This is an optimization exercise on Yosys and OpenROAD, whose aim is small area and a short achievable clock period, not a production implementation.
Function was checked by simulation only, so behaviour that the tests miss may differ from the original.

==> 03-03 <==
==> flow/design.v <==
`timescale 1 ns / 1 ns
package SPARQ_PKG;
localparam ARRAY_DIMENSION = 8;
localparam EXP_SIZE = 5;
localparam MANT_SIZE = 10;
localparam BIAS = 15;
localparam FLOAT_SIZE = 1 + EXP_SIZE + MANT_SIZE;
localparam INT_SIZE = 4;
endpackage: SPARQ_PKG
`timescale 1 ns / 1 ns
module FifoBuffer #(
  parameter integer DATA_SIZE = 16,
  parameter integer CYCLES    = 2
) (
  input  logic                 clk,
  input  logic [DATA_SIZE-1:0] in,
  output logic [DATA_SIZE-1:0] out
);
  logic [DATA_SIZE-1:0] data [0:CYCLES-1];
  always @ (posedge clk) begin
    data[0] <= in;
    for (int i = 1; i < CYCLES; i++) data[i] <= data[i-1];
  end
  assign out = data[CYCLES-1];
endmodule
module fmul_dec (
  input  logic [3:0] in_B,
  output logic [5:0] ctl       
);
  logic [3:0] m;
  logic       z1;
  logic [1:0] sh, sel;
  always_comb begin
    m = in_B[3] ? (~in_B + 4'd1) : in_B;
    z1 = 1'b0; sh = 2'd0; sel = 2'd0;
    case (m)
      4'd1: begin sh = 2'd0; sel = 2'd0; end
      4'd2: begin sh = 2'd1; sel = 2'd0; end
      4'd3: begin sh = 2'd1; sel = 2'd1; end
      4'd4: begin sh = 2'd2; sel = 2'd0; end
      4'd5: begin sh = 2'd2; sel = 2'd1; end
      4'd6: begin sh = 2'd2; sel = 2'd2; end
      4'd7: begin sh = 2'd3; sel = 2'd3; end
      4'd8: begin sh = 2'd3; sel = 2'd0; end
      default: z1 = 1'b1;
    endcase
    ctl = {in_B[3], z1, sh, sel};
  end
endmodule
module fmul_prod (
  input  logic [15:0] in_A,
  input  logic [5:0]  ctl,     
  output logic [13:0] prod,
  output logic        sign
);
  logic [10:0] f;
  logic [13:0] op1, op2;
  logic        cin, cout;
  always_comb begin
    f   = {in_A[14:10] != 5'd0, in_A[9:0]};
    op1 = ctl[4] ? 14'd0 : {3'd0, f} << ctl[3:2];
    case (ctl[1:0])
      2'd0: op2 = 14'd0;
      2'd1: op2 = {3'd0, f};
      2'd2: op2 = {2'd0, f, 1'b0};
      default: op2 = ~{3'd0, f};
    endcase
    cin  = ctl[1:0] == 2'd3;
    sign = in_A[15] ^ ctl[5];
  end
  pfx_add #(14) add (.a(op1), .b(op2), .cin(cin), .s(prod), .cout(cout));
endmodule
module fmul_norm (
  input  logic [15:0] in_A,    
  input  logic [13:0] prod,
  input  logic        sign,
  output logic [15:0] out
);
  logic [4:0] e, exp_o;
  logic [1:0] c;
  logic [9:0] mant;
  always_comb begin
    e = {in_A[14:11], in_A[10] | (in_A[14:10] == 5'd0)};
    if (prod[13]) begin
      mant = prod[12:3]; c = 2'd3;
    end else if (prod[12]) begin
      mant = prod[11:2]; c = 2'd2;
    end else if (prod[11]) begin
      mant = prod[10:1]; c = 2'd1;
    end else begin
      mant = prod[9:0];  c = 2'd0;
    end
    exp_o = (prod[13:10] == 4'd0) ? 5'd0 : e + {3'd0, c};
    out = {sign, exp_o, mant};
  end
endmodule
module float_multiplier (
  input  logic [15:0] in_A,
  input  logic [3:0]  in_B,
  output logic [15:0] out
);
  logic [5:0]  ctl;
  logic [13:0] prod;
  logic        sign;
  fmul_dec  md (.in_B(in_B), .ctl(ctl));
  fmul_prod mp (.in_A(in_A), .ctl(ctl), .prod(prod), .sign(sign));
  fmul_norm mn (.in_A(in_A), .prod(prod), .sign(sign), .out(out));
endmodule
module pfx_add #(
  parameter int W = 12
) (
  input  logic [W-1:0] a,
  input  logic [W-1:0] b,
  input  logic         cin,
  output logic [W-1:0] s,
  output logic         cout
);
  localparam int L = $clog2(W + 1);
  logic [W:0] g [0:L];
  logic [W:0] p [0:L];
  always_comb begin
    g[0][0] = cin;
    p[0][0] = 1'b0;
    for (int i = 0; i < W; i++) begin
      g[0][i+1] = a[i] & b[i];
      p[0][i+1] = a[i] ^ b[i];
    end
    for (int l = 0; l < L; l++) begin
      for (int i = 0; i <= W; i++) begin
        if ((i >> l) & 1) begin
          g[l+1][i] = g[l][i] | (p[l][i] & g[l][((i >> l) << l) - 1]);
          p[l+1][i] = p[l][i] & p[l][((i >> l) << l) - 1];
        end
        else begin
          g[l+1][i] = g[l][i];
          p[l+1][i] = p[l][i];
        end
      end
    end
    for (int i = 0; i < W; i++) s[i] = p[0][i+1] ^ g[L][i];
    cout = g[L][W];
  end
endmodule
module fadd_pre (
  input  logic [15:0] in_A,
  input  logic [15:0] in_B,
  output logic [3:0]  amtA,    
  output logic        zA,      
  output logic [3:0]  amtB,
  output logic        zB,
  output logic        geE      
);
  logic [4:0] eA, eB;
  logic [4:0] dAB, dBA;
  logic       cAB, cBA;
  always_comb begin
    eA = {in_A[14:11], in_A[10] | (in_A[14:10] == 5'd0)};
    eB = {in_B[14:11], in_B[10] | (in_B[14:10] == 5'd0)};
  end
  pfx_add #(5) subAB (.a(eA), .b(~eB), .cin(1'b1), .s(dAB), .cout(cAB));
  pfx_add #(5) subBA (.a(eB), .b(~eA), .cin(1'b1), .s(dBA), .cout(cBA));
  always_comb begin
    geE  = cAB;
    amtA = cAB ? 4'd0 : dBA[3:0];
    zA   = !cAB && dBA[4];
    amtB = cBA ? 4'd0 : dAB[3:0];
    zB   = !cBA && dAB[4];
  end
endmodule
module fadd_align (
  input  logic [15:0] in_A,
  input  logic [15:0] in_B,
  output logic [10:0] xA,      
  output logic [10:0] xB,
  output logic        invA,    
  output logic        invB,
  output logic        cin,
  output logic [4:0]  eL,      
  output logic        sL       
);
  logic [10:0] fA, fB;
  logic        a_ge, sub, cmp_c;
  logic [14:0] cmp_s;
  logic [3:0]  amtA, amtB;
  logic        zA, zB, geE;
  fadd_pre pre (.in_A(in_A), .in_B(in_B), .amtA(amtA), .zA(zA), .amtB(amtB), .zB(zB), .geE(geE));
  pfx_add #(15) cmp (.a(in_A[14:0]), .b(~in_B[14:0]), .cin(1'b1), .s(cmp_s), .cout(cmp_c));
  always_comb begin
    fA = {in_A[14:10] != 5'd0, in_A[9:0]};
    fB = {in_B[14:10] != 5'd0, in_B[9:0]};
    xA = zA ? 11'd0 : fA >> amtA;
    xB = zB ? 11'd0 : fB >> amtB;
    a_ge = cmp_c;
    sub  = in_A[15] ^ in_B[15];
    invA = sub & ~a_ge;
    invB = sub &  a_ge;
    cin  = sub;
    eL   = geE ? {in_A[14:11], in_A[10] | (in_A[14:10] == 5'd0)}
               : {in_B[14:11], in_B[10] | (in_B[14:10] == 5'd0)};
    sL   = a_ge ? in_A[15] : in_B[15];
  end
endmodule
module fadd_add (
  input  logic [10:0] xA,
  input  logic [10:0] xB,
  input  logic        invA,
  input  logic        invB,
  input  logic        cin,
  output logic [11:0] sum      
);
  logic [11:0] op1, op2;
  logic        cout;
  always_comb begin
    op1 = invA ? ~{1'b0, xA} : {1'b0, xA};
    op2 = invB ? ~{1'b0, xB} : {1'b0, xB};
  end
  pfx_add #(12) add (.a(op1), .b(op2), .cin(cin), .s(sum), .cout(cout));
endmodule
module fadd_lzc (
  input  logic [11:0] sum,
  input  logic [4:0]  eL,      
  output logic [3:0]  t
);
  logic [11:0] sent, v;
  logic        z2, z1, z0;
  logic [1:0]  l2, l1, l0;
  function automatic logic [1:0] lz4(input logic [3:0] n);
    lz4 = n[3] ? 2'd0 : n[2] ? 2'd1 : n[1] ? 2'd2 : 2'd3;
  endfunction
  always_comb begin
    sent = 12'd0;
    for (int i = 0; i < 12; i++) if (eL == 5'(11 - i)) sent[i] = 1'b1;
    v  = sum | sent;
    z2 = v[11:8] == 4'd0;
    z1 = v[7:4] == 4'd0;
    z0 = v[3:0] == 4'd0;
    l2 = lz4(v[11:8]);
    l1 = lz4(v[7:4]);
    l0 = lz4(v[3:0]);
    t[3]   = z2 && z1;
    t[2]   = z2 && (!z1 || z0);
    t[1:0] = !z2 ? l2 : !z1 ? l1 : !z0 ? l0 : 2'd0;
  end
endmodule
module fadd_shift (
  input  logic [11:0] sum,
  input  logic [4:0]  eL,
  input  logic        sL,
  input  logic [3:0]  t,
  output logic [15:0] out
);
  logic [11:0] x8, x4, x2, x1;
  logic [4:0]  exp_o;
  always_comb begin
    x8 = t[3] ? {sum[3:0], 8'd0} : sum;
    x4 = t[2] ? {x8[7:0], 4'd0} : x8;
    x2 = t[1] ? {x4[9:0], 2'd0} : x4;
    x1 = t[0] ? {x2[10:0], 1'b0} : x2;
    exp_o = x1[11] ? eL + 5'd1 - {1'b0, t} : 5'd0;
    out = {sL, exp_o, x1[10:1]};
  end
endmodule
module float_adder (
  input  logic [15:0] in_A,
  input  logic [15:0] in_B,
  output logic [15:0] out
);
  logic [10:0] xA, xB;
  logic        invA, invB, cin, sL;
  logic [4:0]  eL;
  logic [11:0] sum;
  logic [3:0]  t;
  fadd_align al (.in_A(in_A), .in_B(in_B), .xA(xA), .xB(xB), .invA(invA), .invB(invB), .cin(cin), .eL(eL), .sL(sL));
  fadd_add   ad (.xA(xA), .xB(xB), .invA(invA), .invB(invB), .cin(cin), .sum(sum));
  fadd_lzc   lz (.sum(sum), .eL(eL), .t(t));
  fadd_shift sh (.sum(sum), .eL(eL), .sL(sL), .t(t), .out(out));
endmodule
`timescale 1 ns / 1 ns
module sparq_dot8 (
  input  logic         clk,
  input  logic         rstn,
  input  logic         w_load,
  input  logic [127:0] w_data,
  input  logic         in_valid,
  input  logic [31:0]  in_act,
  input  logic [15:0]  in_acc,
  output logic         out_valid,
  output logic [15:0]  out_data
);
  localparam int N   = 8;
  localparam int LAT = 3*N + 3;    
  logic [15:0] weight [0:N-1];
  always @ (posedge clk) begin
    if (w_load) begin
      for (int i = 0; i < N; i++) weight[i] <= w_data[16*i +: 16];
    end
  end
  logic [LAT-1:0] vld;
  always @ (posedge clk) begin
    if (!rstn) vld <= '0;
    else       vld <= {vld[LAT-2:0], in_valid};
  end
  assign out_valid = vld[LAT-1];
  logic [5:0] ctl [0:N-1];
  genvar k;
  generate
    for (k = 0; k < N; k++) begin : skew
      logic [3:0] a;
      logic [5:0] c;
      if (k == 0) begin : direct
        assign a = in_act[3:0];
      end
      else begin : delayed
        FifoBuffer #(.DATA_SIZE(4), .CYCLES(3*k)) dl (.clk(clk), .in(in_act[4*k +: 4]), .out(a));
      end
      fmul_dec dec (.in_B(a), .ctl(c));
      always @ (posedge clk) ctl[k] <= c;
    end
  endgenerate
  logic [15:0] acc_r;
  always @ (posedge clk) acc_r <= in_acc;
  logic [11:0] sum_r  [1:N];
  logic [4:0]  eL_r   [1:N];
  logic        sL_r   [1:N];
  logic [13:0] prod_r [0:N-1];
  logic        psg_r  [0:N-1];
  logic [15:0] acc_r2;
  logic [13:0] prod0;
  logic        psg0;
  fmul_prod mul0 (.in_A(weight[0]), .ctl(ctl[0]), .prod(prod0), .sign(psg0));
  always @ (posedge clk) begin
    acc_r2    <= acc_r;
    prod_r[0] <= prod0;
    psg_r[0]  <= psg0;
  end
  generate
    for (k = 0; k < N; k++) begin : pe
      logic [15:0] s, p;
      if (k == 0) begin : first
        assign s = acc_r2;
      end
      else begin : chain
        logic [3:0] t;
        fadd_lzc   lz  (.sum(sum_r[k]), .eL(eL_r[k]), .t(t));
        fadd_shift nrm (.sum(sum_r[k]), .eL(eL_r[k]), .sL(sL_r[k]), .t(t), .out(s));
      end
      fmul_norm  mn  (.in_A(weight[k]), .prod(prod_r[k]), .sign(psg_r[k]), .out(p));
      logic [15:0] s_r, p_r;
      always @ (posedge clk) begin
        s_r <= s;
        p_r <= p;
      end
      logic [10:0] xA, xB;
      logic        invA, invB, cin, sL;
      logic [4:0]  eL;
      fadd_align al (.in_A(p_r), .in_B(s_r), .xA(xA), .xB(xB), .invA(invA), .invB(invB),
                     .cin(cin), .eL(eL), .sL(sL));
      logic [10:0] xA_r, xB_r;
      logic        invA_r, invB_r, cin_r, sL_r2;
      logic [4:0]  eL_r2;
      always @ (posedge clk) begin
        xA_r   <= xA;
        xB_r   <= xB;
        invA_r <= invA;
        invB_r <= invB;
        cin_r  <= cin;
        eL_r2  <= eL;
        sL_r2  <= sL;
      end
      logic [11:0] nsum;
      fadd_add ad (.xA(xA_r), .xB(xB_r), .invA(invA_r), .invB(invB_r), .cin(cin_r), .sum(nsum));
      always @ (posedge clk) begin
        sum_r[k+1] <= nsum;
        eL_r[k+1]  <= eL_r2;
        sL_r[k+1]  <= sL_r2;
      end
      if (k < N-1) begin : next
        logic [13:0] prod;
        logic        psg;
        fmul_prod mp (.in_A(weight[k+1]), .ctl(ctl[k+1]), .prod(prod), .sign(psg));
        always @ (posedge clk) begin
          prod_r[k+1] <= prod;
          psg_r[k+1]  <= psg;
        end
      end
    end
  endgenerate
  logic [15:0] res;
  logic [3:0]  t_out;
  fadd_lzc   lz_out  (.sum(sum_r[N]), .eL(eL_r[N]), .t(t_out));
  fadd_shift nrm_out (.sum(sum_r[N]), .eL(eL_r[N]), .sL(sL_r[N]), .t(t_out), .out(res));
  always @ (posedge clk) out_data <= res;
endmodule
==> flow/flow/run.sh <==
#!/bin/bash
set -euo pipefail
export SETUP_SLACK_MARGIN=7.5
bash standard.sh finish > orfs_make.log 2>&1
==> flow/standard.sh <==
#!/bin/bash
# synth_recipe.tcl (not shown) runs the flow's synth.tcl, then flattens the netlist and writes it again
# the make line also repeats each setting of config.mk as NAME=value (left out here)
make -C /OpenROAD-flow-scripts/flow DESIGN_CONFIG=/design/flow/config.mk WORK_HOME=/design/flow/orfs CLKGATE_MAP_FILE= SYNTH_SCRIPT=/design/flow/synth_recipe.tcl "${@:-finish}"
==> flow/config.mk <==
export PLATFORM = sky130hd
export DESIGN_NAME = sparq_dot8
export DESIGN_NICKNAME = sparq_dot8
export VERILOG_FILES = /design/flow/design.v
export SDC_FILE = /design/flow/constraint.sdc
export NUM_CORES = 4
export LEC_CHECK = 0
export ABC_AREA = 1
export CAP_MARGIN = 20
export CORE_MARGIN = 2
export CORE_UTILIZATION = 55
export PLACE_DENSITY = 0.65
export SLEW_MARGIN = 20
==> flow/constraint.sdc <==
create_clock -name core_clock -period 11.0 [get_ports {clk}]
set_input_delay 2.2000 -clock core_clock [delete_from_list [all_inputs] [get_ports {clk}]]
set_output_delay 2.2000 -clock core_clock [all_outputs]
set_load 0.01 [all_outputs]
==> 05-11: changes against 03-03 <==
--- a/flow/design.v
+++ b/flow/design.v
@@ -141,62 +141,45 @@
     cout = g[L][W];
   end
 endmodule
-module fadd_pre (
-  input  logic [15:0] in_A,
-  input  logic [15:0] in_B,
-  output logic [3:0]  amtA,    
-  output logic        zA,      
-  output logic [3:0]  amtB,
-  output logic        zB,
-  output logic        geE      
-);
-  logic [4:0] eA, eB;
-  logic [4:0] dAB, dBA;
-  logic       cAB, cBA;
-  always_comb begin
-    eA = {in_A[14:11], in_A[10] | (in_A[14:10] == 5'd0)};
-    eB = {in_B[14:11], in_B[10] | (in_B[14:10] == 5'd0)};
-  end
-  pfx_add #(5) subAB (.a(eA), .b(~eB), .cin(1'b1), .s(dAB), .cout(cAB));
-  pfx_add #(5) subBA (.a(eB), .b(~eA), .cin(1'b1), .s(dBA), .cout(cBA));
-  always_comb begin
-    geE  = cAB;
-    amtA = cAB ? 4'd0 : dBA[3:0];
-    zA   = !cAB && dBA[4];
-    amtB = cBA ? 4'd0 : dAB[3:0];
-    zB   = !cBA && dAB[4];
-  end
-endmodule
 module fadd_align (
   input  logic [15:0] in_A,
   input  logic [15:0] in_B,
   output logic [10:0] xA,      
-  output logic [10:0] xB,
+  output logic [10:0] xB,      
   output logic        invA,    
   output logic        invB,
   output logic        cin,
   output logic [4:0]  eL,      
   output logic        sL       
 );
-  logic [10:0] fA, fB;
-  logic        a_ge, sub, cmp_c;
+  logic [4:0]  eA, eB, dAB, dBA, d;
+  logic        cAB, cBA;
+  logic [10:0] fA, fB, X;
+  logic        a_ge, sub, cmp_c, geE, big, swap;
   logic [14:0] cmp_s;
-  logic [3:0]  amtA, amtB;
-  logic        zA, zB, geE;
-  fadd_pre pre (.in_A(in_A), .in_B(in_B), .amtA(amtA), .zA(zA), .amtB(amtB), .zB(zB), .geE(geE));
   pfx_add #(15) cmp (.a(in_A[14:0]), .b(~in_B[14:0]), .cin(1'b1), .s(cmp_s), .cout(cmp_c));
   always_comb begin
-    fA = {in_A[14:10] != 5'd0, in_A[9:0]};
-    fB = {in_B[14:10] != 5'd0, in_B[9:0]};
-    xA = zA ? 11'd0 : fA >> amtA;
-    xB = zB ? 11'd0 : fB >> amtB;
+    eA = {in_A[14:11], in_A[10] | (in_A[14:10] == 5'd0)};
+    eB = {in_B[14:11], in_B[10] | (in_B[14:10] == 5'd0)};
+  end
+  pfx_add #(5) subAB (.a(eA), .b(~eB), .cin(1'b1), .s(dAB), .cout(cAB));
+  pfx_add #(5) subBA (.a(eB), .b(~eA), .cin(1'b1), .s(dBA), .cout(cBA));
+  always_comb begin
+    fA  = {in_A[14:10] != 5'd0, in_A[9:0]};
+    fB  = {in_B[14:10] != 5'd0, in_B[9:0]};
+    geE = cAB;
+    d   = geE ? dAB : dBA;
+    big = d[4];
+    xA  = geE ? fA : fB;
+    X   = geE ? fB : fA;
+    xB  = big ? 11'd0 : X >> d[3:0];
     a_ge = cmp_c;
     sub  = in_A[15] ^ in_B[15];
-    invA = sub & ~a_ge;
-    invB = sub &  a_ge;
+    swap = geE & ~a_ge;
+    invA = sub &  swap;
+    invB = sub & ~swap;
     cin  = sub;
-    eL   = geE ? {in_A[14:11], in_A[10] | (in_A[14:10] == 5'd0)}
-               : {in_B[14:11], in_B[10] | (in_B[14:10] == 5'd0)};
+    eL   = geE ? eA : eB;
     sL   = a_ge ? in_A[15] : in_B[15];
   end
 endmodule
@@ -288,7 +271,7 @@
   output logic [15:0]  out_data
 );
   localparam int N   = 8;
-  localparam int LAT = 3*N + 3;    
+  localparam int LAT = 3*N + 2;    
   logic [15:0] weight [0:N-1];
   always @ (posedge clk) begin
     if (w_load) begin
@@ -311,7 +294,7 @@
         assign a = in_act[3:0];
       end
       else begin : delayed
-        FifoBuffer #(.DATA_SIZE(4), .CYCLES(3*k)) dl (.clk(clk), .in(in_act[4*k +: 4]), .out(a));
+        FifoBuffer #(.DATA_SIZE(4), .CYCLES(3*k-1)) dl (.clk(clk), .in(in_act[4*k +: 4]), .out(a));
       end
       fmul_dec dec (.in_B(a), .ctl(c));
       always @ (posedge clk) ctl[k] <= c;
@@ -322,29 +305,24 @@
   logic [11:0] sum_r  [1:N];
   logic [4:0]  eL_r   [1:N];
   logic        sL_r   [1:N];
-  logic [13:0] prod_r [0:N-1];
-  logic        psg_r  [0:N-1];
-  logic [15:0] acc_r2;
-  logic [13:0] prod0;
-  logic        psg0;
-  fmul_prod mul0 (.in_A(weight[0]), .ctl(ctl[0]), .prod(prod0), .sign(psg0));
-  always @ (posedge clk) begin
-    acc_r2    <= acc_r;
-    prod_r[0] <= prod0;
-    psg_r[0]  <= psg0;
-  end
+  logic [13:0] prod_r [1:N-1];
+  logic        psg_r  [1:N-1];
   generate
     for (k = 0; k < N; k++) begin : pe
       logic [15:0] s, p;
       if (k == 0) begin : first
-        assign s = acc_r2;
+        logic [13:0] prod0;
+        logic        psg0;
+        assign s = acc_r;
+        fmul_prod mp (.in_A(weight[0]), .ctl(ctl[0]), .prod(prod0), .sign(psg0));
+        fmul_norm mn (.in_A(weight[0]), .prod(prod0), .sign(psg0), .out(p));
       end
       else begin : chain
         logic [3:0] t;
         fadd_lzc   lz  (.sum(sum_r[k]), .eL(eL_r[k]), .t(t));
         fadd_shift nrm (.sum(sum_r[k]), .eL(eL_r[k]), .sL(sL_r[k]), .t(t), .out(s));
+        fmul_norm  mn  (.in_A(weight[k]), .prod(prod_r[k]), .sign(psg_r[k]), .out(p));
       end
-      fmul_norm  mn  (.in_A(weight[k]), .prod(prod_r[k]), .sign(psg_r[k]), .out(p));
       logic [15:0] s_r, p_r;
       always @ (posedge clk) begin
         s_r <= s;
@@ -356,19 +334,18 @@
       fadd_align al (.in_A(p_r), .in_B(s_r), .xA(xA), .xB(xB), .invA(invA), .invB(invB),
                      .cin(cin), .eL(eL), .sL(sL));
       logic [10:0] xA_r, xB_r;
-      logic        invA_r, invB_r, cin_r, sL_r2;
+      logic        invA_r, invB_r, sL_r2;
       logic [4:0]  eL_r2;
       always @ (posedge clk) begin
         xA_r   <= xA;
         xB_r   <= xB;
         invA_r <= invA;
         invB_r <= invB;
-        cin_r  <= cin;
         eL_r2  <= eL;
         sL_r2  <= sL;
       end
       logic [11:0] nsum;
-      fadd_add ad (.xA(xA_r), .xB(xB_r), .invA(invA_r), .invB(invB_r), .cin(cin_r), .sum(nsum));
+      fadd_add ad (.xA(xA_r), .xB(xB_r), .invA(invA_r), .invB(invB_r), .cin(invA_r | invB_r), .sum(nsum));
       always @ (posedge clk) begin
         sum_r[k+1] <= nsum;
         eL_r[k+1]  <= eL_r2;
==> flow/flow/run.sh (replaced) <==
#!/bin/bash
set -euo pipefail
export SETUP_SLACK_MARGIN=7.8
export BUFFER_PORTS_ARGS="-buffer_cell sky130_fd_sc_hd__buf_1"
bash standard.sh finish > orfs_make.log 2>&1
--- a/flow/config.mk
+++ b/flow/config.mk
@@ -8,6 +8,8 @@
 export ABC_AREA = 1
 export CAP_MARGIN = 20
 export CORE_MARGIN = 2
-export CORE_UTILIZATION = 55
-export PLACE_DENSITY = 0.65
+export CORE_UTILIZATION = 65
+export CTS_CLUSTER_DIAMETER = 80
+export CTS_CLUSTER_SIZE = 30
+export PLACE_DENSITY = 0.72
 export SLEW_MARGIN = 20
==> qor summary <==
	03-03	05-11
Detail-routed net length per standard cell	14.3 um	14.3 um
Metal3 WL	6730 um	6030 um
Minimum clock period after layout	3.40 ns	3.35 ns
Reg2reg start	pe[7].p_r[11]$_SDFF_PN0_	weight[0][10]$_DFFE_PP_
Post-synth cell types	64	59
RePlAce Congestion	0.925	0.948
Met2 routing resource usage after global routing	37.8%	45.4%
Slew at the pin closest to its max-slew limit	0.944 ns	0.960 ns
Number of rows in the core area	126	114
Final clock-cell share	6.86%	2.79%
Complex-gate fraction of the synthesized area	11.8%	12.1%
Maximum number of pins on one net before global-route repair	76	59
Outcome	no timing/DRC/antenna violations	no timing/DRC/antenna violations
Non-CTS buffers	197	239
Non-clk invs	1,211	1,057
Detailed router's first-iteration violation count	3,562	3,308
Global routing met1 resource utilization	33.0%	34.0%
Count of fill cells added during filler insertion	10,400	7,845
Number of nets in the synthesized netlist	8,895	8,450
Clock network latency to the later pin of the worst-skew pair	0.77 ns	0.69 ns
Total routed wirelength	144,000 um	131,000 um

==> static timing again, ports no longer ideal <==
In the flow no input, the clock included, has a driving cell. The finished layouts below were timed again as built, in two steps.
Step 1 sets driving cells, clkbuf_16 on the clock port and buf_2 on the other inputs (assumed; they add their load-dependent delay and slew).
Step 2 moves the port delays by t, midway between the first and last clock arrival at a register: inputs arrive t later, outputs are due t later. That takes back most of the time a late clock gives input paths.
a / b / c = ideal / step 1 / step 2; a / b = the first two.
| run | t (ns) | slack for setup (ns) | worst register clock-pin slew, ns | worst slew at a driven data input, ns | pins driven straight from the clock port |
|---|---|---|---|---|---|
| 03-03 | 0.838 | 7.605 / 7.524 / 7.016 | 0.06 / 0.06 | 0.07 | 1 |
| 05-11 | 0.758 | 7.651 / 7.574 / 7.158 | 0.11 / 0.11 | 0.16 | 1 |
After both steps setup and hold are still met in every run listed. For 03-03, which loses most, drivers alone change the setup slack by -0.081 ns; drivers and shift together by -0.589 ns.
